From an optimization exercise on the open Yosys and OpenROAD flow, aimed at small area, a short achievable clock period and few clock cycles per item; shortcuts taken in it are not production practice.
Power and IR drop assume default switching activity.

## job 9531
## float_add_module
module float_add_module
  (
   input         clk,
   input         rstn,
   input  [31:0] a,
   input  [31:0] b,
   output [31:0] result,
   input         start_sig,
   output [3:0]  done_sig
   );
   wire        sa = a[31];
   wire        sb = b[31];
   wire [7:0]  ea = a[30:23];
   wire [7:0]  eb = b[30:23];
   wire [22:0] fa = a[22:0];
   wire [22:0] fb = b[22:0];
   wire [7:0]  dab, dba;
   wire        cab, cba;
   fa_padd #(8) u_dab (.x(ea), .y(~eb), .ci(1'b1), .s(dab), .co(cab));
   fa_padd #(8) u_dba (.x(eb), .y(~ea), .ci(1'b1), .s(dba), .co(cba));
   wire        swe  = ~cab;                 
   wire        eeq  = cab & cba;            
   wire [7:0]  d    = swe ? dba : dab;
   wire        swap = swe | (eeq & (fa < fb));
   wire        sx = swap ? sb : sa;
   wire        sy = swap ? sa : sb;
   wire [22:0] fx = swap ? fb : fa;
   wire [22:0] fy = swap ? fa : fb;
  ...
Size in the first run: ~37 flip-flops, ~100 I/O pins, about 0.0084 sq mm of cells after synthesis.
==> module float_add_module, before the edit <==
module float_add_module
  (
   input         clk,
   input         rstn,
   input  [31:0] a,
   input  [31:0] b,
   output [31:0] result,
   input         start_sig,
   output [3:0]  done_sig
   );
   wire        sa = a[31];
   wire        sb = b[31];
   wire [7:0]  ea = a[30:23];
   wire [7:0]  eb = b[30:23];
   wire [22:0] fa = a[22:0];
   wire [22:0] fb = b[22:0];
   wire [7:0]  dab, dba;
   wire        cab, cba;
   fa_padd #(8) u_dab (.x(ea), .y(~eb), .ci(1'b1), .s(dab), .co(cab));
   fa_padd #(8) u_dba (.x(eb), .y(~ea), .ci(1'b1), .s(dba), .co(cba));
   wire        swe  = ~cab;                 
   wire        eeq  = cab & cba;            
   wire [7:0]  d    = swe ? dba : dab;
   wire        swap = swe | (eeq & (fa < fb));
   wire        sx = swap ? sb : sa;
   wire        sy = swap ? sa : sb;
   wire [22:0] fx = swap ? fb : fa;
   wire [22:0] fy = swap ? fa : fb;
   wire [7:0]  ex = swe ? eb : ea;
   wire [23:0] sigy = {1'b1, fy};
   wire        dbig = |d[7:5];
   wire [25:0] s0 = {sigy, 2'b00};
   wire [25:0] s1 = d[0] ? {1'b0,  s0[25:1]}  : s0;
   wire [25:0] s2 = d[1] ? {2'b0,  s1[25:2]}  : s1;
   wire [25:0] s3 = d[2] ? {4'b0,  s2[25:4]}  : s2;
   wire [25:0] s4 = d[3] ? {8'b0,  s3[25:8]}  : s3;
   wire [25:0] s5 = d[4] ? {16'b0, s4[25:16]} : s4;
   wire [25:0] yw = dbig ? 26'd0 : s5;
   reg  [22:0] sor;                         
   integer     k2;
   always @* begin
      sor[0] = fy[0];
      for (k2 = 1; k2 < 23; k2 = k2 + 1)
        sor[k2] = sor[k2-1] | fy[k2];
   end
   wire [4:0]  dm3   = d[4:0] - 5'd3;
   wire        slo   = (d[4:0] < 5'd3)   ? 1'b0 :
                       (d[4:0] == 5'd24) ? |fy[21:1] :
                       (d[4:0] == 5'd25) ? |fy[22:2] : sor[dm3];
   wire        dlo   = (d[7:5] == 3'd0) & (d[4:0] <= 5'd25);
   wire        dmid  = ~dlo & (d <= 8'd46);
   wire        sticky = dmid | (dlo & slo);
   wire        quirk = sy & (d >= 8'd47);
   wire        op = sx ^ sy;
   wire        opy = op & ~quirk;
   wire [26:0] xw = {2'b01, fx, 2'b00} ^ {27{quirk}};
   wire [26:0] yv = {1'b0, yw} ^ {27{opy}};
   wire [26:0] m;
   wire        mco;
   fa_padd #(27) u_add (.x(xw), .y(yv), .ci((opy & ~sticky) | quirk), .s(m), .co(mco));
   reg  [26:0] rm;
   reg  [7:0]  rex;
   reg         rs;
   reg         busy;
   always @(posedge clk) begin
      rm  <= m;
      rex <= ex;
      rs  <= sx ^ quirk;
   end
   always @(posedge clk)
     if (!rstn)
       busy <= 1'b0;
     else
       busy <= start_sig & ~busy;
   wire [31:0] mz  = {rm, 5'b11111};
   wire        z16 = ~|mz[31:16];
   wire [15:0] q16 = z16 ? mz[15:0] : mz[31:16];
   wire        z8  = ~|q16[15:8];
   wire [7:0]  q8  = z8 ? q16[7:0] : q16[15:8];
   wire        z4  = ~|q8[7:4];
   wire [3:0]  q4  = z4 ? q8[3:0] : q8[7:4];
   wire        z2  = ~|q4[3:2];
   wire [1:0]  q2  = z2 ? q4[1:0] : q4[3:2];
   wire        z1  = ~q2[1];
   wire [4:0]  lz  = {z16, z8, z4, z2, z1};
   wire [26:0] n4 = z16 ? {rm[10:0], 16'd0} : rm;
   wire [26:0] n3 = z8  ? {n4[18:0], 8'd0} : n4;
   wire [26:0] n2 = z4  ? {n3[22:0], 4'd0} : n3;
   wire [26:0] n1 = z2  ? {n2[24:0], 2'd0} : n2;
   wire [26:0] n0 = z1  ? {n1[25:0], 1'b0} : n1;
   wire [8:0]  eq1   = {1'b0, rex} + 9'd1;
   wire        mzero = ~|rm[26:2];          
   wire [9:0]  en;
   wire        enc;
   fa_padd #(10) u_en (.x({1'b0, eq1}), .y(~{5'd0, lz}), .ci(1'b1), .s(en), .co(enc));  
   wire [22:0] frac;
   wire        fco;
   fa_padd #(23) u_rnd (.x(n0[25:3]), .y(23'd0), .ci(n0[2]), .s(frac), .co(fco));
   wire over  = ~mzero & (en[9:8] == 2'b01);
   wire under = ~mzero & (en[9:8] == 2'b11);
   wire zero  = mzero;
   assign result   = (over | under | zero) ? 32'h3F800000 : {rs, en[7:0], frac};
   assign done_sig = {over, under, zero, busy};
endmodule
clock: 10.0 ns
lec_check: 0
abc_area: 1
cap_margin: 20
core_margin: 2
core_utilization: 40
setup_slack_margin: 3.5
slew_margin: 20
standard.sh (not shown) runs the stock make flow with config.mk's settings and CLKGATE_MAP_FILE= SYNTH_SCRIPT=/design/flow/synth_recipe.tcl, a recipe that flattens the netlist after the stock synthesis.
==> flow/flow/run.sh <==
#!/bin/bash
# The standard layout (the standard.sh), with two changes:
#  * ADDER_MAP_FILE is empty, so synthesis does not extract full and half
#    adder cells; ABC maps the adders' prefix networks as ordinary logic
#  * the port buffers are plain buffers (sky130_fd_sc_hd__buf_2) instead of
#    the delay cells buffer_ports picks by default
# All of make's output goes to flow_make.log here; ORFS keeps its own
# per-step logs under orfs/logs.
set -euo pipefail
cd "$(dirname "$0")/.."
bash standard.sh "ADDER_MAP_FILE=" \
  "BUFFER_PORTS_ARGS=-buffer_cell sky130_fd_sc_hd__buf_2" finish > flow_make.log 2>&1
Modified inputs, job 7334 compared to job 9531
--- a/flow/design.v
+++ b/flow/design.v
@@ -59,22 +59,14 @@
    wire [25:0] s3 = d[2] ? {4'b0,  s2[25:4]}  : s2;
    wire [25:0] s4 = d[3] ? {8'b0,  s3[25:8]}  : s3;
    wire [25:0] s5 = d[4] ? {16'b0, s4[25:16]} : s4;
    wire [25:0] yw = dbig ? 26'd0 : s5;
-   reg  [22:0] sor;                         
-   integer     k2;
-   always @* begin
-      sor[0] = fy[0];
-      for (k2 = 1; k2 < 23; k2 = k2 + 1)
-        sor[k2] = sor[k2-1] | fy[k2];
-   end
-   wire [4:0]  dm3   = d[4:0] - 5'd3;
-   wire        slo   = (d[4:0] < 5'd3)   ? 1'b0 :
-                       (d[4:0] == 5'd24) ? |fy[21:1] :
-                       (d[4:0] == 5'd25) ? |fy[22:2] : sor[dm3];
+   wire [4:0]  dm2   = d[4:0] - 5'd2;
+   wire [22:0] smask = (d[4:0] < 5'd3) ? 23'd0 : ~(23'h7fffff << dm2);
+   wire [22:0] sfy   = fy & smask & {21'h1fffff, ~(d[4:0] == 5'd25), ~(d[4:0] >= 5'd24)};
    wire        dlo   = (d[7:5] == 3'd0) & (d[4:0] <= 5'd25);
    wire        dmid  = ~dlo & (d <= 8'd46);
-   wire        sticky = dmid | (dlo & slo);
+   wire        sticky = dmid | (dlo & |sfy);
    wire        quirk = sy & (d >= 8'd47);
    wire        op = sx ^ sy;
    wire        opy = op & ~quirk;
    wire [26:0] xw = {2'b01, fx, 2'b00} ^ {27{quirk}};
@@ -82,15 +74,11 @@
    wire [26:0] m;
    wire        mco;
    fa_padd #(27) u_add (.x(xw), .y(yv), .ci((opy & ~sticky) | quirk), .s(m), .co(mco));
    reg  [26:0] rm;
-   reg  [7:0]  rex;
-   reg         rs;
    reg         busy;
    always @(posedge clk) begin
       rm  <= m;
-      rex <= ex;
-      rs  <= sx ^ quirk;
    end
    always @(posedge clk)
      if (!rstn)
        busy <= 1'b0;
@@ -111,9 +99,9 @@
    wire [26:0] n3 = z8  ? {n4[18:0], 8'd0} : n4;
    wire [26:0] n2 = z4  ? {n3[22:0], 4'd0} : n3;
    wire [26:0] n1 = z2  ? {n2[24:0], 2'd0} : n2;
    wire [26:0] n0 = z1  ? {n1[25:0], 1'b0} : n1;
-   wire [8:0]  eq1   = {1'b0, rex} + 9'd1;
+   wire [8:0]  eq1   = {1'b0, ex} + 9'd1;       
    wire        mzero = ~|rm[26:2];          
    wire [9:0]  en;
    wire        enc;
    fa_padd #(10) u_en (.x({1'b0, eq1}), .y(~{5'd0, lz}), .ci(1'b1), .s(en), .co(enc));  
@@ -122,7 +110,7 @@
    fa_padd #(23) u_rnd (.x(n0[25:3]), .y(23'd0), .ci(n0[2]), .s(frac), .co(fco));
    wire over  = ~mzero & (en[9:8] == 2'b01);
    wire under = ~mzero & (en[9:8] == 2'b11);
    wire zero  = mzero;
-   assign result   = (over | under | zero) ? 32'h3F800000 : {rs, en[7:0], frac};
+   assign result   = (over | under | zero) ? 32'h3F800000 : {sx ^ quirk, en[7:0], frac};
    assign done_sig = {over, under, zero, busy};
 endmodule
Results
A worst setup path category of in2out is what job 7334 shows, while reg2out belongs to job 9531.
Multi-input combinational cell area went up by a few percent going from job 9531 to job 7334.
In the tables for job 7334 and job 9531, sum of routed wire length over all layers reads lower with job 9531.
Taking job 9531 as the reference point, the power in combinational cells of job 7334 falls by about 2%.
Per the comparison of job 7334 with job 9531, length of routed met3 wiring went up by about 54%; remaining max-slew budget at the tightest pin went down by 5.6 points; met2 track utilization from global routing +2.9 points; post-route worst hold slack shows no meaningful change.
Job 7334 gives more area of the die than job 9531 did.
No run of this note included a check of the RTL's function; only the layout flow was run.

-- separate check: timing with driven ports --
Ports are ideal in the flow. The routed layouts listed here were re-timed in OpenROAD.
Step 1, drivers: a clkbuf_16 drives clk and a buf_2 each remaining input, both assumed.
Step 2 moves the port delays by t, midway between the first and last clock arrival at a register: inputs arrive t later, outputs are due t later. That takes back most of the time a late clock gives input paths.
Three values: ideal, step 1, step 2; two values: the first two.
| run | shift t [ns] | setup WS [ns] | latest minus earliest clock arrival (ns) | cell pins on the clock port's net |
|---|---|---|---|---|
| job 9531 | 0.312 | 3.528 / 3.489 / 3.615 | 0.007 / 0.007 | 1 |
| job 7334 | 0.295 | 3.160 / 3.104 / 3.104 | 0.002 / 0.002 | 1 |
After both steps every run listed still meets setup and hold. The setup slack of job 7334, which loses most, moves by -0.056 ns with the drivers and by -0.056 ns with both steps.
